What follows belongs to an exercise in optimizing a design on an open flow for small area, a short achievable clock period and few clock cycles per item; a production flow would make more cautious choices. No functional check of the RTL was part of any run shown here.

==> flow/design.v (outline; a module is shown in full before it is edited, if it fits) <==
// module sram22_64x32m4w8: 20 lines
// module dot_product: 1674 lines
module dot_product #(
  parameter ADDR_WIDTH = 5,
  parameter WIDTH = 32
) (
  input clk,
  input rst,
  input [ADDR_WIDTH:0] len,
  input [WIDTH-1:0] a_data,
  input a_valid,
  output reg a_ready,
  input [WIDTH-1:0] b_data,
  input b_valid,
  output reg b_ready,
  output [WIDTH-1:0] c_data,
  output reg c_valid,
  input c_ready
);
  // ...
==> flow/flow/run.sh <==
#!/bin/bash
# Own layout flow: the standard layout (standard synthesis, floorplan,
# placement, CTS, routing) with the timing repair steps aiming at a setup
# slack margin below the clock period, so that repair keeps shortening the
# critical paths instead of stopping once the 10 ns clock is met.
# The design's clock and I/O constraints are used unchanged.
set -euo pipefail
cd "$(dirname "$0")/.."
MARGIN=$(cat flow/margin.txt)
bash standard.sh SETUP_SLACK_MARGIN="$MARGIN" finish > flow_make.log 2>&1
==> flow/flow/margin.txt <==
6.6
==> flow/standard.sh <==
#!/bin/bash
# synth_recipe.tcl (not shown) runs the flow's synth.tcl, then flattens the netlist and writes it again
# the make line also repeats each setting of config.mk as NAME=value (left out here)
make -C /OpenROAD-flow-scripts/flow DESIGN_CONFIG=/design/flow/config.mk WORK_HOME=/design/flow/orfs CLKGATE_MAP_FILE= SYNTH_SCRIPT=/design/flow/synth_recipe.tcl "${@:-finish}"
==> flow/config.mk <==
export PLATFORM = sky130hd
export DESIGN_NAME = dot_product
export DESIGN_NICKNAME = dot_product
export VERILOG_FILES = /design/flow/design.v
export SDC_FILE = /design/flow/constraint.sdc
export NUM_CORES = 4
export LEC_CHECK = 0
export CAP_MARGIN = 20
export CORE_MARGIN = 2
export CORE_UTILIZATION = 40
export PLACE_DENSITY = 0.6
export SLEW_MARGIN = 20
==> flow/constraint.sdc <==
create_clock -name core_clock -period 10.0 [get_ports {clk}]
set_input_delay 2.0000 -clock core_clock [delete_from_list [all_inputs] [get_ports {clk}]]
set_output_delay 2.0000 -clock core_clock [all_outputs]
set_load 0.01 [all_outputs]
==> flow_metrics.py, run 1 <==
metrics = {
    "setup_path": {
        "crit_end": "acc[29]",
        "cp_slowest_cell": "fa_1",
        "max_stage_delay_ns": 0.54,
        "reg2reg_slack_ns": 6.14,
        "criticalPathCategory": "reg2reg",
        "reg2reg_depth": 14,
        "crit_family": "adder cells",
    },
    "grt": {
        "met3_usage_pct": 2.49,
        "use_met1_pct": 28.8,
        "grt_pass1_vias": 14911,
        "grt_overflow": 0,
    },
    "synth": {
        "synthFlopType": "dfxtp_1",
        "ys_seq_area_share_pct": 31.0,
        "syn_area_um2": 19800,
        "synth_common_cells": "inv_1, a22oi_1, fa_1, xnor2_1, xor2_1",
        "netlist_instances": 1885,
        "synth-simple-area-share_pct": 4.84,
    },
    "timing": {
        "drv_slew": 0,
        "timing.hold.ws_ns": 0.530,
        "fin_skew_ns": 0.0384,
        "hold_viol_final": 0,
        "max_freq_mhz": 259,
        "slew_headroom_pct": 53.3,
        "worstMarginPinSlew_ns": 0.701,
    },
    "worst_hold_path": {
        "holdPathStages": 2,
    },
    "finish": {
        "nFlopsAndLatches": 251,
        "drive_gt1_share_pct": 17.3,
        "antenna_cells": 0,
        "utilization_pct": 50.0,
        "final_nets": 2418,
        "final_area_um2": 24500,
        "multi_input_cells": 1197,
    },
    "detailed_routing": {
        "drt-total-wl_mm": 55.7,
        "top_layer": "met4",
        "drt_iter0_drc": 1186,
        "post_drt_via_cell_ratio": 5.24,
    },
    "cts": {
        "cts_resized": 103,
        "path_clk_slew_ns": 0.06,
        "post_cts_buffers": 82,
    },
    "outcome": {
        "outcome": "no timing/DRC/antenna violations",
    },
    "floorplanning": {
        "floorplan.initialDensity_pct": 40.5,
        "die_h_um": 227,
    },
}
==> run 2: changes to the inputs <==
--- a/flow/design.v
+++ b/flow/design.v
@@ -1031,41 +1031,21 @@
 assign xs347 = xs339 ^ xs340;
 wire xs348;
 assign xs348 = xs341 ^ xs342;
 wire xs349;
 assign xs349 = xs343 ^ xs344;
 wire xs350;
 assign xs350 = xs345 ^ xs346;
 wire xs351;
-assign xs351 = xc314 ^ xc316;
+assign xs351 = xs347 ^ xs348;
 wire xs352;
-assign xs352 = xc318 ^ xc320;
+assign xs352 = xs349 ^ xs350;
 wire xs353;
-assign xs353 = xc322 ^ xs347;
-wire xs354;
-assign xs354 = xs348 ^ xs349;
-wire xs355;
-assign xs355 = xs350 ^ xs351;
-wire xs356;
-assign xs356 = xs352 ^ xs353;
-wire xs357;
-assign xs357 = xs354 ^ xc324;
-wire xs358;
-assign xs358 = xc326 ^ xs355;
-wire xs359;
-assign xs359 = xs356 ^ xc328;
-wire xs360;
-assign xs360 = xc330 ^ xs357;
-wire xs361;
-assign xs361 = xs358 ^ xs359;
-wire xs362;
-assign xs362 = xs360 ^ xc332;
-wire xs363;
-assign xs363 = xs361 ^ xc334;
+assign xs353 = xs351 ^ xs352;
 reg m_0_0;
 reg m_0_1;
 reg m_1_0;
 reg m_2_0;
 reg m_2_1;
 reg m_2_2;
 reg m_3_0;
 reg m_3_1;
@@ -1175,16 +1155,26 @@
 reg m_30_0;
 reg m_30_1;
 reg m_30_2;
 reg m_30_3;
 reg m_31_0;
 reg m_31_1;
 reg m_31_2;
 reg m_31_3;
+reg m_31_4;
+reg m_31_5;
+reg m_31_6;
+reg m_31_7;
+reg m_31_8;
+reg m_31_9;
+reg m_31_10;
+reg m_31_11;
+reg m_31_12;
+reg m_31_13;
 always @(posedge clk) begin
   m_0_0 <= pp0_0;
   m_0_1 <= b_neg[0];
   m_1_0 <= pp0_1;
   m_2_0 <= pp0_2;
   m_2_1 <= pp1_0;
   m_2_2 <= b_neg[1];
   m_3_0 <= pp0_3;
@@ -1291,384 +1281,414 @@
   m_29_0 <= xc286;
   m_29_1 <= xc288;
   m_29_2 <= xs311;
   m_29_3 <= xs309;
   m_30_0 <= xc312;
   m_30_1 <= xc310;
   m_30_2 <= xs337;
   m_30_3 <= xs335;
-  m_31_0 <= xs362;
-  m_31_1 <= xs363;
-  m_31_2 <= xc338;
-  m_31_3 <= xc336;
+  m_31_0 <= xs353;
+  m_31_1 <= xc314;
+  m_31_2 <= xc316;
+  m_31_3 <= xc318;
+  m_31_4 <= xc320;
+  m_31_5 <= xc322;
+  m_31_6 <= xc324;
+  m_31_7 <= xc326;
+  m_31_8 <= xc328;
+  m_31_9 <= xc330;
+  m_31_10 <= xc332;
+  m_31_11 <= xc334;
+  m_31_12 <= xc336;
+  m_31_13 <= xc338;
 end
 wire [WIDTH-1:0] accg = m_first ? {WIDTH{1'b0}} : acc;
+wire ys354;
+wire yc355;
+assign ys354 = m_0_0 ^ m_0_1;
+assign yc355 = m_0_0 & m_0_1;
+wire ys356;
+wire yc357;
+assign ys356 = m_1_0 ^ accg[1];
+assign yc357 = m_1_0 & accg[1];
+wire ys358;
+wire yc359;
+assign ys358 = m_2_0 ^ m_2_1 ^ m_2_2;
+assign yc359 = (m_2_0 & m_2_1) | (m_2_0 & m_2_2) | (m_2_1 & m_2_2);
+wire ys360;
+wire yc361;
+assign ys360 = accg[2] ^ yc357;
+assign yc361 = accg[2] & yc357;
+wire ys362;
+wire yc363;
+assign ys362 = m_3_0 ^ m_3_1 ^ accg[3];
+assign yc363 = (m_3_0 & m_3_1) | (m_3_0 & accg[3]) | (m_3_1 & accg[3]);
 wire ys364;
 wire yc365;
-assign ys364 = m_0_0 ^ m_0_1;
-assign yc365 = m_0_0 & m_0_1;
+assign ys364 = yc359 ^ yc361;
+assign yc365 = yc359 & yc361;
 wire ys366;
 wire yc367;
-assign ys366 = m_1_0 ^ accg[1];
-assign yc367 = m_1_0 & accg[1];
+assign ys366 = m_4_0 ^ m_4_1 ^ m_4_2;
+assign yc367 = (m_4_0 & m_4_1) | (m_4_0 & m_4_2) | (m_4_1 & m_4_2);
 wire ys368;
 wire yc369;
-assign ys368 = m_2_0 ^ m_2_1 ^ m_2_2;
-assign yc369 = (m_2_0 & m_2_1) | (m_2_0 & m_2_2) | (m_2_1 & m_2_2);
+assign ys368 = m_4_3 ^ accg[4] ^ yc363;
+assign yc369 = (m_4_3 & accg[4]) | (m_4_3 & yc363) | (accg[4] & yc363);
 wire ys370;
 wire yc371;
-assign ys370 = accg[2] ^ yc367;
-assign yc371 = accg[2] & yc367;
+assign ys370 = ys366 ^ yc365;
+assign yc371 = ys366 & yc365;
 wire ys372;
 wire yc373;
-assign ys372 = m_3_0 ^ m_3_1 ^ accg[3];
-assign yc373 = (m_3_0 & m_3_1) | (m_3_0 & accg[3]) | (m_3_1 & accg[3]);
+assign ys372 = m_5_0 ^ m_5_1 ^ m_5_2;
+assign yc373 = (m_5_0 & m_5_1) | (m_5_0 & m_5_2) | (m_5_1 & m_5_2);
 wire ys374;
 wire yc375;
-assign ys374 = yc369 ^ yc371;
-assign yc375 = yc369 & yc371;
+assign ys374 = accg[5] ^ yc367 ^ ys372;
+assign yc375 = (accg[5] & yc367) | (accg[5] & ys372) | (yc367 & ys372);
 wire ys376;
 wire yc377;
-assign ys376 = m_4_0 ^ m_4_1 ^ m_4_2;
-assign yc377 = (m_4_0 & m_4_1) | (m_4_0 & m_4_2) | (m_4_1 & m_4_2);
+assign ys376 = yc369 ^ yc371;
+assign yc377 = yc369 & yc371;
 wire ys378;
 wire yc379;
-assign ys378 = m_4_3 ^ accg[4] ^ yc373;
-assign yc379 = (m_4_3 & accg[4]) | (m_4_3 & yc373) | (accg[4] & yc373);
+assign ys378 = m_6_0 ^ m_6_1 ^ m_6_2;
+assign yc379 = (m_6_0 & m_6_1) | (m_6_0 & m_6_2) | (m_6_1 & m_6_2);
 wire ys380;
 wire yc381;
-assign ys380 = ys376 ^ yc375;
-assign yc381 = ys376 & yc375;
+assign ys380 = m_6_3 ^ accg[6] ^ yc373;
+assign yc381 = (m_6_3 & accg[6]) | (m_6_3 & yc373) | (accg[6] & yc373);
 wire ys382;
 wire yc383;
-assign ys382 = m_5_0 ^ m_5_1 ^ m_5_2;
-assign yc383 = (m_5_0 & m_5_1) | (m_5_0 & m_5_2) | (m_5_1 & m_5_2);
+assign ys382 = ys378 ^ yc375 ^ ys380;
+assign yc383 = (ys378 & yc375) | (ys378 & ys380) | (yc375 & ys380);
 wire ys384;
 wire yc385;
-assign ys384 = accg[5] ^ yc377 ^ ys382;
-assign yc385 = (accg[5] & yc377) | (accg[5] & ys382) | (yc377 & ys382);
+assign ys384 = m_7_0 ^ m_7_1 ^ m_7_2;
+assign yc385 = (m_7_0 & m_7_1) | (m_7_0 & m_7_2) | (m_7_1 & m_7_2);
 wire ys386;
 wire yc387;
-assign ys386 = yc379 ^ yc381;
-assign yc387 = yc379 & yc381;
+assign ys386 = m_7_3 ^ accg[7] ^ yc379;
+assign yc387 = (m_7_3 & accg[7]) | (m_7_3 & yc379) | (accg[7] & yc379);
 wire ys388;
 wire yc389;
-assign ys388 = m_6_0 ^ m_6_1 ^ m_6_2;
-assign yc389 = (m_6_0 & m_6_1) | (m_6_0 & m_6_2) | (m_6_1 & m_6_2);
+assign ys388 = ys384 ^ yc381 ^ ys386;
+assign yc389 = (ys384 & yc381) | (ys384 & ys386) | (yc381 & ys386);
 wire ys390;
 wire yc391;
-assign ys390 = m_6_3 ^ accg[6] ^ yc383;
-assign yc391 = (m_6_3 & accg[6]) | (m_6_3 & yc383) | (accg[6] & yc383);
+assign ys390 = m_8_0 ^ m_8_1 ^ m_8_2;
+assign yc391 = (m_8_0 & m_8_1) | (m_8_0 & m_8_2) | (m_8_1 & m_8_2);
 wire ys392;
 wire yc393;
-assign ys392 = ys388 ^ yc385 ^ ys390;
-assign yc393 = (ys388 & yc385) | (ys388 & ys390) | (yc385 & ys390);
+assign ys392 = m_8_3 ^ accg[8] ^ yc385;
+assign yc393 = (m_8_3 & accg[8]) | (m_8_3 & yc385) | (accg[8] & yc385);
 wire ys394;
 wire yc395;
-assign ys394 = m_7_0 ^ m_7_1 ^ m_7_2;
-assign yc395 = (m_7_0 & m_7_1) | (m_7_0 & m_7_2) | (m_7_1 & m_7_2);
+assign ys394 = ys390 ^ yc387 ^ ys392;
+assign yc395 = (ys390 & yc387) | (ys390 & ys392) | (yc387 & ys392);
 wire ys396;
 wire yc397;
-assign ys396 = m_7_3 ^ accg[7] ^ yc389;
-assign yc397 = (m_7_3 & accg[7]) | (m_7_3 & yc389) | (accg[7] & yc389);
+assign ys396 = m_9_0 ^ m_9_1 ^ m_9_2;
+assign yc397 = (m_9_0 & m_9_1) | (m_9_0 & m_9_2) | (m_9_1 & m_9_2);
 wire ys398;
 wire yc399;
-assign ys398 = ys394 ^ yc391 ^ ys396;
-assign yc399 = (ys394 & yc391) | (ys394 & ys396) | (yc391 & ys396);
+assign ys398 = m_9_3 ^ accg[9] ^ yc391;
+assign yc399 = (m_9_3 & accg[9]) | (m_9_3 & yc391) | (accg[9] & yc391);
 wire ys400;
 wire yc401;
-assign ys400 = m_8_0 ^ m_8_1 ^ m_8_2;
-assign yc401 = (m_8_0 & m_8_1) | (m_8_0 & m_8_2) | (m_8_1 & m_8_2);
+assign ys400 = ys396 ^ yc393 ^ ys398;
+assign yc401 = (ys396 & yc393) | (ys396 & ys398) | (yc393 & ys398);
 wire ys402;
 wire yc403;
-assign ys402 = m_8_3 ^ accg[8] ^ yc395;
-assign yc403 = (m_8_3 & accg[8]) | (m_8_3 & yc395) | (accg[8] & yc395);
+assign ys402 = m_10_0 ^ m_10_1 ^ m_10_2;
+assign yc403 = (m_10_0 & m_10_1) | (m_10_0 & m_10_2) | (m_10_1 & m_10_2);
 wire ys404;
 wire yc405;
-assign ys404 = ys400 ^ yc397 ^ ys402;
-assign yc405 = (ys400 & yc397) | (ys400 & ys402) | (yc397 & ys402);
+assign ys404 = m_10_3 ^ accg[10] ^ yc397;
+assign yc405 = (m_10_3 & accg[10]) | (m_10_3 & yc397) | (accg[10] & yc397);
 wire ys406;
 wire yc407;
-assign ys406 = m_9_0 ^ m_9_1 ^ m_9_2;
-assign yc407 = (m_9_0 & m_9_1) | (m_9_0 & m_9_2) | (m_9_1 & m_9_2);
+assign ys406 = ys402 ^ yc399 ^ ys404;
+assign yc407 = (ys402 & yc399) | (ys402 & ys404) | (yc399 & ys404);
 wire ys408;
 wire yc409;
-assign ys408 = m_9_3 ^ accg[9] ^ yc401;
-assign yc409 = (m_9_3 & accg[9]) | (m_9_3 & yc401) | (accg[9] & yc401);
+assign ys408 = m_11_0 ^ m_11_1 ^ m_11_2;
+assign yc409 = (m_11_0 & m_11_1) | (m_11_0 & m_11_2) | (m_11_1 & m_11_2);
 wire ys410;
 wire yc411;
-assign ys410 = ys406 ^ yc403 ^ ys408;
-assign yc411 = (ys406 & yc403) | (ys406 & ys408) | (yc403 & ys408);
+assign ys410 = m_11_3 ^ accg[11] ^ yc403;
+assign yc411 = (m_11_3 & accg[11]) | (m_11_3 & yc403) | (accg[11] & yc403);
 wire ys412;
 wire yc413;
-assign ys412 = m_10_0 ^ m_10_1 ^ m_10_2;
-assign yc413 = (m_10_0 & m_10_1) | (m_10_0 & m_10_2) | (m_10_1 & m_10_2);
+assign ys412 = ys408 ^ yc405 ^ ys410;
+assign yc413 = (ys408 & yc405) | (ys408 & ys410) | (yc405 & ys410);
 wire ys414;
 wire yc415;
-assign ys414 = m_10_3 ^ accg[10] ^ yc407;
-assign yc415 = (m_10_3 & accg[10]) | (m_10_3 & yc407) | (accg[10] & yc407);
+assign ys414 = m_12_0 ^ m_12_1 ^ m_12_2;
+assign yc415 = (m_12_0 & m_12_1) | (m_12_0 & m_12_2) | (m_12_1 & m_12_2);
 wire ys416;
 wire yc417;
-assign ys416 = ys412 ^ yc409 ^ ys414;
-assign yc417 = (ys412 & yc409) | (ys412 & ys414) | (yc409 & ys414);
+assign ys416 = m_12_3 ^ accg[12] ^ yc409;
+assign yc417 = (m_12_3 & accg[12]) | (m_12_3 & yc409) | (accg[12] & yc409);
 wire ys418;
 wire yc419;
-assign ys418 = m_11_0 ^ m_11_1 ^ m_11_2;
-assign yc419 = (m_11_0 & m_11_1) | (m_11_0 & m_11_2) | (m_11_1 & m_11_2);
+assign ys418 = ys414 ^ yc411 ^ ys416;
+assign yc419 = (ys414 & yc411) | (ys414 & ys416) | (yc411 & ys416);
 wire ys420;
 wire yc421;
-assign ys420 = m_11_3 ^ accg[11] ^ yc413;
-assign yc421 = (m_11_3 & accg[11]) | (m_11_3 & yc413) | (accg[11] & yc413);
+assign ys420 = m_13_0 ^ m_13_1 ^ m_13_2;
+assign yc421 = (m_13_0 & m_13_1) | (m_13_0 & m_13_2) | (m_13_1 & m_13_2);
 wire ys422;
 wire yc423;
-assign ys422 = ys418 ^ yc415 ^ ys420;
-assign yc423 = (ys418 & yc415) | (ys418 & ys420) | (yc415 & ys420);
+assign ys422 = m_13_3 ^ accg[13] ^ yc415;
+assign yc423 = (m_13_3 & accg[13]) | (m_13_3 & yc415) | (accg[13] & yc415);
 wire ys424;
 wire yc425;
-assign ys424 = m_12_0 ^ m_12_1 ^ m_12_2;
-assign yc425 = (m_12_0 & m_12_1) | (m_12_0 & m_12_2) | (m_12_1 & m_12_2);
+assign ys424 = ys420 ^ yc417 ^ ys422;
+assign yc425 = (ys420 & yc417) | (ys420 & ys422) | (yc417 & ys422);
 wire ys426;
 wire yc427;
-assign ys426 = m_12_3 ^ accg[12] ^ yc419;
-assign yc427 = (m_12_3 & accg[12]) | (m_12_3 & yc419) | (accg[12] & yc419);
+assign ys426 = m_14_0 ^ m_14_1 ^ m_14_2;
+assign yc427 = (m_14_0 & m_14_1) | (m_14_0 & m_14_2) | (m_14_1 & m_14_2);
 wire ys428;
 wire yc429;
-assign ys428 = ys424 ^ yc421 ^ ys426;
-assign yc429 = (ys424 & yc421) | (ys424 & ys426) | (yc421 & ys426);
+assign ys428 = m_14_3 ^ accg[14] ^ yc421;
+assign yc429 = (m_14_3 & accg[14]) | (m_14_3 & yc421) | (accg[14] & yc421);
 wire ys430;
 wire yc431;
-assign ys430 = m_13_0 ^ m_13_1 ^ m_13_2;
-assign yc431 = (m_13_0 & m_13_1) | (m_13_0 & m_13_2) | (m_13_1 & m_13_2);
+assign ys430 = ys426 ^ yc423 ^ ys428;
+assign yc431 = (ys426 & yc423) | (ys426 & ys428) | (yc423 & ys428);
 wire ys432;
 wire yc433;
-assign ys432 = m_13_3 ^ accg[13] ^ yc425;
-assign yc433 = (m_13_3 & accg[13]) | (m_13_3 & yc425) | (accg[13] & yc425);
+assign ys432 = m_15_0 ^ m_15_1 ^ m_15_2;
+assign yc433 = (m_15_0 & m_15_1) | (m_15_0 & m_15_2) | (m_15_1 & m_15_2);
 wire ys434;
 wire yc435;
-assign ys434 = ys430 ^ yc427 ^ ys432;
-assign yc435 = (ys430 & yc427) | (ys430 & ys432) | (yc427 & ys432);
+assign ys434 = m_15_3 ^ accg[15] ^ yc427;
+assign yc435 = (m_15_3 & accg[15]) | (m_15_3 & yc427) | (accg[15] & yc427);
 wire ys436;
 wire yc437;
-assign ys436 = m_14_0 ^ m_14_1 ^ m_14_2;
-assign yc437 = (m_14_0 & m_14_1) | (m_14_0 & m_14_2) | (m_14_1 & m_14_2);
+assign ys436 = ys432 ^ yc429 ^ ys434;
+assign yc437 = (ys432 & yc429) | (ys432 & ys434) | (yc429 & ys434);
 wire ys438;
 wire yc439;
-assign ys438 = m_14_3 ^ accg[14] ^ yc431;
-assign yc439 = (m_14_3 & accg[14]) | (m_14_3 & yc431) | (accg[14] & yc431);
+assign ys438 = m_16_0 ^ m_16_1 ^ m_16_2;
+assign yc439 = (m_16_0 & m_16_1) | (m_16_0 & m_16_2) | (m_16_1 & m_16_2);
 wire ys440;
 wire yc441;
-assign ys440 = ys436 ^ yc433 ^ ys438;
-assign yc441 = (ys436 & yc433) | (ys436 & ys438) | (yc433 & ys438);
+assign ys440 = m_16_3 ^ accg[16] ^ yc433;
+assign yc441 = (m_16_3 & accg[16]) | (m_16_3 & yc433) | (accg[16] & yc433);
 wire ys442;
 wire yc443;
-assign ys442 = m_15_0 ^ m_15_1 ^ m_15_2;
-assign yc443 = (m_15_0 & m_15_1) | (m_15_0 & m_15_2) | (m_15_1 & m_15_2);
+assign ys442 = ys438 ^ yc435 ^ ys440;
+assign yc443 = (ys438 & yc435) | (ys438 & ys440) | (yc435 & ys440);
 wire ys444;
 wire yc445;
-assign ys444 = m_15_3 ^ accg[15] ^ yc437;
-assign yc445 = (m_15_3 & accg[15]) | (m_15_3 & yc437) | (accg[15] & yc437);
+assign ys444 = m_17_0 ^ m_17_1 ^ m_17_2;
+assign yc445 = (m_17_0 & m_17_1) | (m_17_0 & m_17_2) | (m_17_1 & m_17_2);
 wire ys446;
 wire yc447;
-assign ys446 = ys442 ^ yc439 ^ ys444;
-assign yc447 = (ys442 & yc439) | (ys442 & ys444) | (yc439 & ys444);
+assign ys446 = m_17_3 ^ accg[17] ^ yc439;
+assign yc447 = (m_17_3 & accg[17]) | (m_17_3 & yc439) | (accg[17] & yc439);
 wire ys448;
 wire yc449;
-assign ys448 = m_16_0 ^ m_16_1 ^ m_16_2;
-assign yc449 = (m_16_0 & m_16_1) | (m_16_0 & m_16_2) | (m_16_1 & m_16_2);
+assign ys448 = ys444 ^ yc441 ^ ys446;
+assign yc449 = (ys444 & yc441) | (ys444 & ys446) | (yc441 & ys446);
 wire ys450;
 wire yc451;
-assign ys450 = m_16_3 ^ accg[16] ^ yc443;
-assign yc451 = (m_16_3 & accg[16]) | (m_16_3 & yc443) | (accg[16] & yc443);
+assign ys450 = m_18_0 ^ m_18_1 ^ m_18_2;
+assign yc451 = (m_18_0 & m_18_1) | (m_18_0 & m_18_2) | (m_18_1 & m_18_2);
 wire ys452;
 wire yc453;
-assign ys452 = ys448 ^ yc445 ^ ys450;
-assign yc453 = (ys448 & yc445) | (ys448 & ys450) | (yc445 & ys450);
+assign ys452 = m_18_3 ^ accg[18] ^ yc445;
+assign yc453 = (m_18_3 & accg[18]) | (m_18_3 & yc445) | (accg[18] & yc445);
 wire ys454;
 wire yc455;
-assign ys454 = m_17_0 ^ m_17_1 ^ m_17_2;
-assign yc455 = (m_17_0 & m_17_1) | (m_17_0 & m_17_2) | (m_17_1 & m_17_2);
+assign ys454 = ys450 ^ yc447 ^ ys452;
+assign yc455 = (ys450 & yc447) | (ys450 & ys452) | (yc447 & ys452);
 wire ys456;
 wire yc457;
-assign ys456 = m_17_3 ^ accg[17] ^ yc449;
-assign yc457 = (m_17_3 & accg[17]) | (m_17_3 & yc449) | (accg[17] & yc449);
+assign ys456 = m_19_0 ^ m_19_1 ^ m_19_2;
+assign yc457 = (m_19_0 & m_19_1) | (m_19_0 & m_19_2) | (m_19_1 & m_19_2);
 wire ys458;
 wire yc459;
-assign ys458 = ys454 ^ yc451 ^ ys456;
-assign yc459 = (ys454 & yc451) | (ys454 & ys456) | (yc451 & ys456);
+assign ys458 = m_19_3 ^ accg[19] ^ yc451;
+assign yc459 = (m_19_3 & accg[19]) | (m_19_3 & yc451) | (accg[19] & yc451);
 wire ys460;
 wire yc461;
-assign ys460 = m_18_0 ^ m_18_1 ^ m_18_2;
-assign yc461 = (m_18_0 & m_18_1) | (m_18_0 & m_18_2) | (m_18_1 & m_18_2);
+assign ys460 = ys456 ^ yc453 ^ ys458;
+assign yc461 = (ys456 & yc453) | (ys456 & ys458) | (yc453 & ys458);
 wire ys462;
 wire yc463;
-assign ys462 = m_18_3 ^ accg[18] ^ yc455;
-assign yc463 = (m_18_3 & accg[18]) | (m_18_3 & yc455) | (accg[18] & yc455);
+assign ys462 = m_20_0 ^ m_20_1 ^ m_20_2;
+assign yc463 = (m_20_0 & m_20_1) | (m_20_0 & m_20_2) | (m_20_1 & m_20_2);
 wire ys464;
 wire yc465;
-assign ys464 = ys460 ^ yc457 ^ ys462;
-assign yc465 = (ys460 & yc457) | (ys460 & ys462) | (yc457 & ys462);
+assign ys464 = m_20_3 ^ accg[20] ^ yc457;
+assign yc465 = (m_20_3 & accg[20]) | (m_20_3 & yc457) | (accg[20] & yc457);
 wire ys466;
 wire yc467;
-assign ys466 = m_19_0 ^ m_19_1 ^ m_19_2;
-assign yc467 = (m_19_0 & m_19_1) | (m_19_0 & m_19_2) | (m_19_1 & m_19_2);
+assign ys466 = ys462 ^ yc459 ^ ys464;
+assign yc467 = (ys462 & yc459) | (ys462 & ys464) | (yc459 & ys464);
 wire ys468;
 wire yc469;
-assign ys468 = m_19_3 ^ accg[19] ^ yc461;
-assign yc469 = (m_19_3 & accg[19]) | (m_19_3 & yc461) | (accg[19] & yc461);
+assign ys468 = m_21_0 ^ m_21_1 ^ m_21_2;
+assign yc469 = (m_21_0 & m_21_1) | (m_21_0 & m_21_2) | (m_21_1 & m_21_2);
 wire ys470;
 wire yc471;
-assign ys470 = ys466 ^ yc463 ^ ys468;
-assign yc471 = (ys466 & yc463) | (ys466 & ys468) | (yc463 & ys468);
+assign ys470 = m_21_3 ^ accg[21] ^ yc463;
+assign yc471 = (m_21_3 & accg[21]) | (m_21_3 & yc463) | (accg[21] & yc463);
 wire ys472;
 wire yc473;
-assign ys472 = m_20_0 ^ m_20_1 ^ m_20_2;
-assign yc473 = (m_20_0 & m_20_1) | (m_20_0 & m_20_2) | (m_20_1 & m_20_2);
+assign ys472 = ys468 ^ yc465 ^ ys470;
+assign yc473 = (ys468 & yc465) | (ys468 & ys470) | (yc465 & ys470);
 wire ys474;
 wire yc475;
-assign ys474 = m_20_3 ^ accg[20] ^ yc467;
-assign yc475 = (m_20_3 & accg[20]) | (m_20_3 & yc467) | (accg[20] & yc467);
+assign ys474 = m_22_0 ^ m_22_1 ^ m_22_2;
+assign yc475 = (m_22_0 & m_22_1) | (m_22_0 & m_22_2) | (m_22_1 & m_22_2);
 wire ys476;
 wire yc477;
-assign ys476 = ys472 ^ yc469 ^ ys474;
-assign yc477 = (ys472 & yc469) | (ys472 & ys474) | (yc469 & ys474);
+assign ys476 = m_22_3 ^ accg[22] ^ yc469;
+assign yc477 = (m_22_3 & accg[22]) | (m_22_3 & yc469) | (accg[22] & yc469);
 wire ys478;
 wire yc479;
-assign ys478 = m_21_0 ^ m_21_1 ^ m_21_2;
-assign yc479 = (m_21_0 & m_21_1) | (m_21_0 & m_21_2) | (m_21_1 & m_21_2);
+assign ys478 = ys474 ^ yc471 ^ ys476;
+assign yc479 = (ys474 & yc471) | (ys474 & ys476) | (yc471 & ys476);
 wire ys480;
 wire yc481;
-assign ys480 = m_21_3 ^ accg[21] ^ yc473;
-assign yc481 = (m_21_3 & accg[21]) | (m_21_3 & yc473) | (accg[21] & yc473);
+assign ys480 = m_23_0 ^ m_23_1 ^ m_23_2;
+assign yc481 = (m_23_0 & m_23_1) | (m_23_0 & m_23_2) | (m_23_1 & m_23_2);
 wire ys482;
 wire yc483;
-assign ys482 = ys478 ^ yc475 ^ ys480;
-assign yc483 = (ys478 & yc475) | (ys478 & ys480) | (yc475 & ys480);
+assign ys482 = m_23_3 ^ accg[23] ^ yc475;
+assign yc483 = (m_23_3 & accg[23]) | (m_23_3 & yc475) | (accg[23] & yc475);
 wire ys484;
 wire yc485;
-assign ys484 = m_22_0 ^ m_22_1 ^ m_22_2;
-assign yc485 = (m_22_0 & m_22_1) | (m_22_0 & m_22_2) | (m_22_1 & m_22_2);
+assign ys484 = ys480 ^ yc477 ^ ys482;
+assign yc485 = (ys480 & yc477) | (ys480 & ys482) | (yc477 & ys482);
 wire ys486;
 wire yc487;
-assign ys486 = m_22_3 ^ accg[22] ^ yc479;
-assign yc487 = (m_22_3 & accg[22]) | (m_22_3 & yc479) | (accg[22] & yc479);
+assign ys486 = m_24_0 ^ m_24_1 ^ m_24_2;
+assign yc487 = (m_24_0 & m_24_1) | (m_24_0 & m_24_2) | (m_24_1 & m_24_2);
 wire ys488;
 wire yc489;
-assign ys488 = ys484 ^ yc481 ^ ys486;
-assign yc489 = (ys484 & yc481) | (ys484 & ys486) | (yc481 & ys486);
+assign ys488 = m_24_3 ^ accg[24] ^ yc481;
+assign yc489 = (m_24_3 & accg[24]) | (m_24_3 & yc481) | (accg[24] & yc481);
 wire ys490;
 wire yc491;
-assign ys490 = m_23_0 ^ m_23_1 ^ m_23_2;
-assign yc491 = (m_23_0 & m_23_1) | (m_23_0 & m_23_2) | (m_23_1 & m_23_2);
+assign ys490 = ys486 ^ yc483 ^ ys488;
+assign yc491 = (ys486 & yc483) | (ys486 & ys488) | (yc483 & ys488);
 wire ys492;
 wire yc493;
-assign ys492 = m_23_3 ^ accg[23] ^ yc485;
-assign yc493 = (m_23_3 & accg[23]) | (m_23_3 & yc485) | (accg[23] & yc485);
+assign ys492 = m_25_0 ^ m_25_1 ^ m_25_2;
+assign yc493 = (m_25_0 & m_25_1) | (m_25_0 & m_25_2) | (m_25_1 & m_25_2);
 wire ys494;
 wire yc495;
-assign ys494 = ys490 ^ yc487 ^ ys492;
-assign yc495 = (ys490 & yc487) | (ys490 & ys492) | (yc487 & ys492);
+assign ys494 = m_25_3 ^ accg[25] ^ yc487;
+assign yc495 = (m_25_3 & accg[25]) | (m_25_3 & yc487) | (accg[25] & yc487);
 wire ys496;
 wire yc497;
-assign ys496 = m_24_0 ^ m_24_1 ^ m_24_2;
-assign yc497 = (m_24_0 & m_24_1) | (m_24_0 & m_24_2) | (m_24_1 & m_24_2);
+assign ys496 = ys492 ^ yc489 ^ ys494;
+assign yc497 = (ys492 & yc489) | (ys492 & ys494) | (yc489 & ys494);
 wire ys498;
 wire yc499;
-assign ys498 = m_24_3 ^ accg[24] ^ yc491;
-assign yc499 = (m_24_3 & accg[24]) | (m_24_3 & yc491) | (accg[24] & yc491);
+assign ys498 = m_26_0 ^ m_26_1 ^ m_26_2;
+assign yc499 = (m_26_0 & m_26_1) | (m_26_0 & m_26_2) | (m_26_1 & m_26_2);
 wire ys500;
 wire yc501;
-assign ys500 = ys496 ^ yc493 ^ ys498;
-assign yc501 = (ys496 & yc493) | (ys496 & ys498) | (yc493 & ys498);
+assign ys500 = m_26_3 ^ accg[26] ^ yc493;
+assign yc501 = (m_26_3 & accg[26]) | (m_26_3 & yc493) | (accg[26] & yc493);
 wire ys502;
 wire yc503;
-assign ys502 = m_25_0 ^ m_25_1 ^ m_25_2;
-assign yc503 = (m_25_0 & m_25_1) | (m_25_0 & m_25_2) | (m_25_1 & m_25_2);
+assign ys502 = ys498 ^ yc495 ^ ys500;
+assign yc503 = (ys498 & yc495) | (ys498 & ys500) | (yc495 & ys500);
 wire ys504;
 wire yc505;
-assign ys504 = m_25_3 ^ accg[25] ^ yc497;
-assign yc505 = (m_25_3 & accg[25]) | (m_25_3 & yc497) | (accg[25] & yc497);
+assign ys504 = m_27_0 ^ m_27_1 ^ m_27_2;
+assign yc505 = (m_27_0 & m_27_1) | (m_27_0 & m_27_2) | (m_27_1 & m_27_2);
 wire ys506;
 wire yc507;
-assign ys506 = ys502 ^ yc499 ^ ys504;
-assign yc507 = (ys502 & yc499) | (ys502 & ys504) | (yc499 & ys504);
+assign ys506 = m_27_3 ^ accg[27] ^ yc499;
+assign yc507 = (m_27_3 & accg[27]) | (m_27_3 & yc499) | (accg[27] & yc499);
 wire ys508;
 wire yc509;
-assign ys508 = m_26_0 ^ m_26_1 ^ m_26_2;
-assign yc509 = (m_26_0 & m_26_1) | (m_26_0 & m_26_2) | (m_26_1 & m_26_2);
+assign ys508 = ys504 ^ yc501 ^ ys506;
+assign yc509 = (ys504 & yc501) | (ys504 & ys506) | (yc501 & ys506);
 wire ys510;
 wire yc511;
-assign ys510 = m_26_3 ^ accg[26] ^ yc503;
-assign yc511 = (m_26_3 & accg[26]) | (m_26_3 & yc503) | (accg[26] & yc503);
+assign ys510 = m_28_0 ^ m_28_1 ^ m_28_2;
+assign yc511 = (m_28_0 & m_28_1) | (m_28_0 & m_28_2) | (m_28_1 & m_28_2);
 wire ys512;
 wire yc513;
-assign ys512 = ys508 ^ yc505 ^ ys510;
-assign yc513 = (ys508 & yc505) | (ys508 & ys510) | (yc505 & ys510);
+assign ys512 = m_28_3 ^ accg[28] ^ yc505;
+assign yc513 = (m_28_3 & accg[28]) | (m_28_3 & yc505) | (accg[28] & yc505);
 wire ys514;
 wire yc515;
-assign ys514 = m_27_0 ^ m_27_1 ^ m_27_2;
-assign yc515 = (m_27_0 & m_27_1) | (m_27_0 & m_27_2) | (m_27_1 & m_27_2);
+assign ys514 = ys510 ^ yc507 ^ ys512;
+assign yc515 = (ys510 & yc507) | (ys510 & ys512) | (yc507 & ys512);
 wire ys516;
 wire yc517;
-assign ys516 = m_27_3 ^ accg[27] ^ yc509;
-assign yc517 = (m_27_3 & accg[27]) | (m_27_3 & yc509) | (accg[27] & yc509);
+assign ys516 = m_29_0 ^ m_29_1 ^ m_29_2;
+assign yc517 = (m_29_0 & m_29_1) | (m_29_0 & m_29_2) | (m_29_1 & m_29_2);
 wire ys518;
 wire yc519;
-assign ys518 = ys514 ^ yc511 ^ ys516;
-assign yc519 = (ys514 & yc511) | (ys514 & ys516) | (yc511 & ys516);
+assign ys518 = m_29_3 ^ accg[29] ^ yc511;
+assign yc519 = (m_29_3 & accg[29]) | (m_29_3 & yc511) | (accg[29] & yc511);
 wire ys520;
 wire yc521;
-assign ys520 = m_28_0 ^ m_28_1 ^ m_28_2;
-assign yc521 = (m_28_0 & m_28_1) | (m_28_0 & m_28_2) | (m_28_1 & m_28_2);
+assign ys520 = ys516 ^ yc513 ^ ys518;
+assign yc521 = (ys516 & yc513) | (ys516 & ys518) | (yc513 & ys518);
 wire ys522;
 wire yc523;
-assign ys522 = m_28_3 ^ accg[28] ^ yc515;
-assign yc523 = (m_28_3 & accg[28]) | (m_28_3 & yc515) | (accg[28] & yc515);
+assign ys522 = m_30_0 ^ m_30_1 ^ m_30_2;
+assign yc523 = (m_30_0 & m_30_1) | (m_30_0 & m_30_2) | (m_30_1 & m_30_2);
 wire ys524;
 wire yc525;
-assign ys524 = ys520 ^ yc517 ^ ys522;
-assign yc525 = (ys520 & yc517) | (ys520 & ys522) | (yc517 & ys522);
+assign ys524 = m_30_3 ^ accg[30] ^ yc517;
+assign yc525 = (m_30_3 & accg[30]) | (m_30_3 & yc517) | (accg[30] & yc517);
 wire ys526;
 wire yc527;
-assign ys526 = m_29_0 ^ m_29_1 ^ m_29_2;
-assign yc527 = (m_29_0 & m_29_1) | (m_29_0 & m_29_2) | (m_29_1 & m_29_2);
+assign ys526 = ys522 ^ yc519 ^ ys524;
+assign yc527 = (ys522 & yc519) | (ys522 & ys524) | (yc519 & ys524);
 wire ys528;
-wire yc529;
-assign ys528 = m_29_3 ^ accg[29] ^ yc521;
-assign yc529 = (m_29_3 & accg[29]) | (m_29_3 & yc521) | (accg[29] & yc521);
+assign ys528 = m_31_0 ^ m_31_1;
+wire ys529;
+assign ys529 = m_31_2 ^ m_31_3;
 wire ys530;
-wire yc531;
-assign ys530 = ys526 ^ yc523 ^ ys528;
-assign yc531 = (ys526 & yc523) | (ys526 & ys528) | (yc523 & ys528);
+assign ys530 = m_31_4 ^ m_31_5;
+wire ys531;
+assign ys531 = m_31_6 ^ m_31_7;
 wire ys532;
-wire yc533;
-assign ys532 = m_30_0 ^ m_30_1 ^ m_30_2;
-assign yc533 = (m_30_0 & m_30_1) | (m_30_0 & m_30_2) | (m_30_1 & m_30_2);
+assign ys532 = m_31_8 ^ m_31_9;
+wire ys533;
+assign ys533 = m_31_10 ^ m_31_11;
 wire ys534;
-wire yc535;
-assign ys534 = m_30_3 ^ accg[30] ^ yc527;
-assign yc535 = (m_30_3 & accg[30]) | (m_30_3 & yc527) | (accg[30] & yc527);
+assign ys534 = m_31_12 ^ m_31_13;
+wire ys535;
+assign ys535 = accg[31] ^ ys528;
 wire ys536;
-wire yc537;
-assign ys536 = ys532 ^ yc529 ^ ys534;
-assign yc537 = (ys532 & yc529) | (ys532 & ys534) | (yc529 & ys534);
+assign ys536 = ys529 ^ ys530;
+wire ys537;
+assign ys537 = ys531 ^ ys532;
 wire ys538;
-assign ys538 = m_31_0 ^ m_31_1;
+assign ys538 = ys533 ^ ys534;
 wire ys539;
-assign ys539 = m_31_2 ^ m_31_3;
+assign ys539 = yc523 ^ ys535;
 wire ys540;
-assign ys540 = accg[31] ^ ys538;
+assign ys540 = ys536 ^ ys537;
 wire ys541;
-assign ys541 = ys539 ^ yc533;
+assign ys541 = ys538 ^ ys539;
 wire ys542;
-assign ys542 = ys540 ^ ys541;
+assign ys542 = ys540 ^ yc525;
 wire ys543;
-assign ys543 = yc535 ^ ys542;
-wire [WIDTH-1:0] sx = {ys543, yc531, yc525, yc519, yc513, yc507, yc501, yc495, yc489, yc483, yc477, yc471, yc465, yc459, yc453, yc447, yc441, yc435, yc429, yc423, yc417, yc411, yc405, yc399, yc393, yc387, ys384, ys378, ys372, ys368, yc365, accg[0]};
-wire [WIDTH-1:0] sy = {yc537, ys536, ys530, ys524, ys518, ys512, ys506, ys500, ys494, ys488, ys482, ys476, ys470, ys464, ys458, ys452, ys446, ys440, ys434, ys428, ys422, ys416, ys410, ys404, ys398, ys392, ys386, ys380, ys374, ys370, ys366, ys364};
+assign ys543 = ys541 ^ ys542;
+wire [WIDTH-1:0] sx = {ys543, yc521, yc515, yc509, yc503, yc497, yc491, yc485, yc479, yc473, yc467, yc461, yc455, yc449, yc443, yc437, yc431, yc425, yc419, yc413, yc407, yc401, yc395, yc389, yc383, yc377, ys374, ys368, ys362, ys358, yc355, accg[0]};
+wire [WIDTH-1:0] sy = {yc527, ys526, ys520, ys514, ys508, ys502, ys496, ys490, ys484, ys478, ys472, ys466, ys460, ys454, ys448, ys442, ys436, ys430, ys424, ys418, ys412, ys406, ys400, ys394, ys388, ys382, ys376, ys370, ys364, ys360, ys356, ys354};
 wire [WIDTH-1:0] acc_nx = sx + sy;
 always @(posedge clk) begin
   len_r <= len;
   if (rst) begin
     a_full <= 1'b0;
     b_full <= 1'b0;
     a_ready <= 1'b1;
     b_ready <= 1'b1;
==> run 2 against run 1 <==
Largest cell class unchanged; register-to-register slack better by 0.26 ns; sequential cell count grew 10.
==> flow_metrics.py, run 2 <==
metrics = {
    "synth": {
        "yosysMostFrequentCell": "inv_1",
        "yosys_warnings": 1,
        "synthFlopType": "dfxtp_1",
        "yosys.area.top_type": "fa_1",
        "synth_edf_count": 112,
        "ys_seq_area_share_pct": 31.7,
        "synth-seq-cells": 261,
        "netlist_instances": 1893,
        "async_reset_ff_share_pct": 0,
        "synth.area.top_cells": "fa_1, edfxtp_1, dfxtp_1, a22oi_1, xnor2_1",
        "synth_top_area_share_pct": 21.9,
        "syn_area_um2": 20000,
        "synth_common_cells": "inv_1, a22oi_1, fa_1, xnor2_1, xor2_1",
        "synth_area_per_cell_um2": 10.6,
        "synth_nets": 2252,
        "synth.distinct_cells": 64,
    },
    "timing": {
        "min_period_ns": 3.60,
        "fin_crit_sh_pct": 36.0,
        "drv_slew": 0,
        "fin_tns_setup_ns": 0,
        "rsz0062_at_grt": "yes",
        "fin_skew_ns": 0.0150,
        "fin_ws_ns": 6.40,
        "setup_violations": 0,
        "slew_headroom_pct": 39.8,
        "timing.hold.ws_ns": 0.544,
        "hold_viol_final": 0,
        "max_freq_mhz": 278,
        "worstMarginPinSlew_ns": 0.903,
    },
    "setup_path": {
        "worstPathArrival_ns": 3.95,
        "max_stage_delay_ns": 0.49,
        "required_ns": 10.35,
        "cp_num_buf_inv": 2,
        "crit_family": "adder cells",
        "rr_startpoint": "m_7_2",
        "path_cells": "inv_2 -> fa_2 -> fa_1 -> inv_1 -> fa_1 -> ha_4 -> nand2_2 -> o21ai_2 -> a31oi_4 -> o211ai_4 -> a31oi_4 -> o31a_1 -> xnor2_1",
        "cp_max_fo": 5,
        "crit_path_end_kind": "register",
        "critPathLaunch": "m_7_2",
        "worst_setup_path_start_kind": "register",
        "cp_slowest_cell": "fa_1",
        "criticalPathCategory": "reg2reg",
    },
    "floorplanning": {
        "core_um2": 49200,
        "die_h_um": 228,
        "floorplan.initialDensity_pct": 40.7,
        "die-area_um2": 51900,
        "die_width_um": 228,
        "rows": 81,
        "pin_count": 110,
    },
    "place": {
        "dp_cells": 2555,
        "dp_hpwl_mm": 38.1,
        "place_congestion": 0.908,
        "post-place-ws_ns": 5.74,
        "port_buffers": 109,
    },
    "grt": {
        "grt_max_degree": 50,
        "gr-usage-all-layers_pct": 21.0,
        "antenna_found_initial": 0,
        "grt_pass1_vias": 14877,
        "grt_overflow": 0,
        "grt_pass1_wl_mm": 86.5,
    },
    "finish": {
        "stdcell_count": 2689,
        "top_regs": "a_r: 32 flops, acc: 32 flops",
        "final_nets": 2362,
        "syn_to_final_growth_pct": 19.6,
        "layout_common_cells": "inv_1, a22oi_1, fa_1",
        "register_area_um2": 6360,
        "antenna_cells": 0,
        "drive_gt1_share_pct": 14.1,
        "mostFrequentLayoutCell": "inv_1",
        "fillers": 4453,
        "multi_input_area_um2": 12700,
    },
    "cts": {
        "path_clk_slew_ns": 0.06,
        "clockBufferDepth": 3,
        "htreeDepth": 1,
        "clock_sinks": 261,
        "clk_latency_ns": 0.59,
        "cts_made_buffers": 29,
        "cts-root-buf": "clkbuf_16",
        "cts_tree": "yes",
    },
    "flow_run": {
        "maxCapViolations": 0,
    },
    "detailed_routing": {
        "drt-total-wl_mm": 55.2,
        "post_drt_via_cell_ratio": 5.26,
        "via_count": 14143,
        "first_pass_iters": 6,
        "ant_nets": 0,
        "drt_iter0_drc": 1199,
        "drc": 0,
        "wl_per_cell_um": 20.5,
    },
    "worst_hold_path": {
        "worstHoldStart": "m_last",
        "hold_class": "reg2reg",
    },
    "outcome": {
        "outcome": "no timing/DRC/antenna violations",
    },
}
run 2: area by class of cell:
cell class / instances / share of cell area, %
Clock buffer: 36 / 3.32
Clock inverter: 17 / 0.595
Inverter: 290 / 4.57
Multi-Input combinational cell: 1203 / 53.0
Sequential cell: 261 / 26.5
Tap cell: 664 / 3.47
Timing Repair Buffer: 218 / 8.56
run 2: stage by stage:
step / util (%) / cell area, um2
after floorplan: - / 20200
after global placement: 44.2 / 21700
after detailed placement: 44.3 / 21800
after CTS: 47.9 / 23500
after global routing: 48.7 / 24000
final: 48.7 / 24000
run 2: repair_timing:
item	in CTS	in global routing
setup buffers	47	34
endpoints found under the setup margin	92	33
pin swaps	69	13
hold buffers	0	0
resized for setup	150	18
run 2: tightest hold or removal path: stages, from the launching register on:
cell,delay (ns)
dfxtp_1,0.30
nand2_1,0.04
mux2_2,0.13
nor2_1,0.03
run 2: layer usage:
metal,vias up,global-route usage [%],wire [um]
li1,6402,-,-
met1,6977,28.7,24100
met2,633,33.5,24900
met3,131,3.21,3820
met4,0,8.51,2350
met5,-,0,0
run 2: cells by family after synthesis:
kind of cell,after synthesis,synth area share [%]
adders and majority gates,284,26.0
and+or+nand+nor,189,5.03
muxes,6,0.319
buffers and inverters,429,8.21
DFF,261,31.7
xor gates and xnor gates,360,15.7
AOI/OAI and AO/OA,364,13.1
run 2: final timing paths:
path,end,slack (ns),cells past startpoint
hold reg to reg,c_valid,0.54,3
hold / removal,c_valid,0.54,3
setup reg to reg,acc[27],6.40,13
setup / recovery,acc[27],6.40,13

afterwards: timing with drivers on the ports:
The results above use ideal ports. As a check the final layouts listed here were re-extracted and re-timed, cells and wires unchanged.
Step 1, drivers: a clkbuf_16 drives clk and a buf_2 each remaining input, both assumed.
Step 2 also shifts input and output timing later by t, the mid clock arrival at the registers, as if the neighbouring blocks saw the same clock.
Slacks: ideal / step 1 / step 2; pairs: ideal / step 1.
run | shift t [ns] | setup WS [ns] | worst setup path after step 2 | slew at the worst register clock pin (ns)
run 1 | 0.638 | 6.142 / 6.142 / 6.142 | register to register | 0.07 / 0.07
run 2 | 0.639 | 6.398 / 6.398 / 6.398 | register to register | 0.07 / 0.07
After both steps every run listed still meets setup and hold.
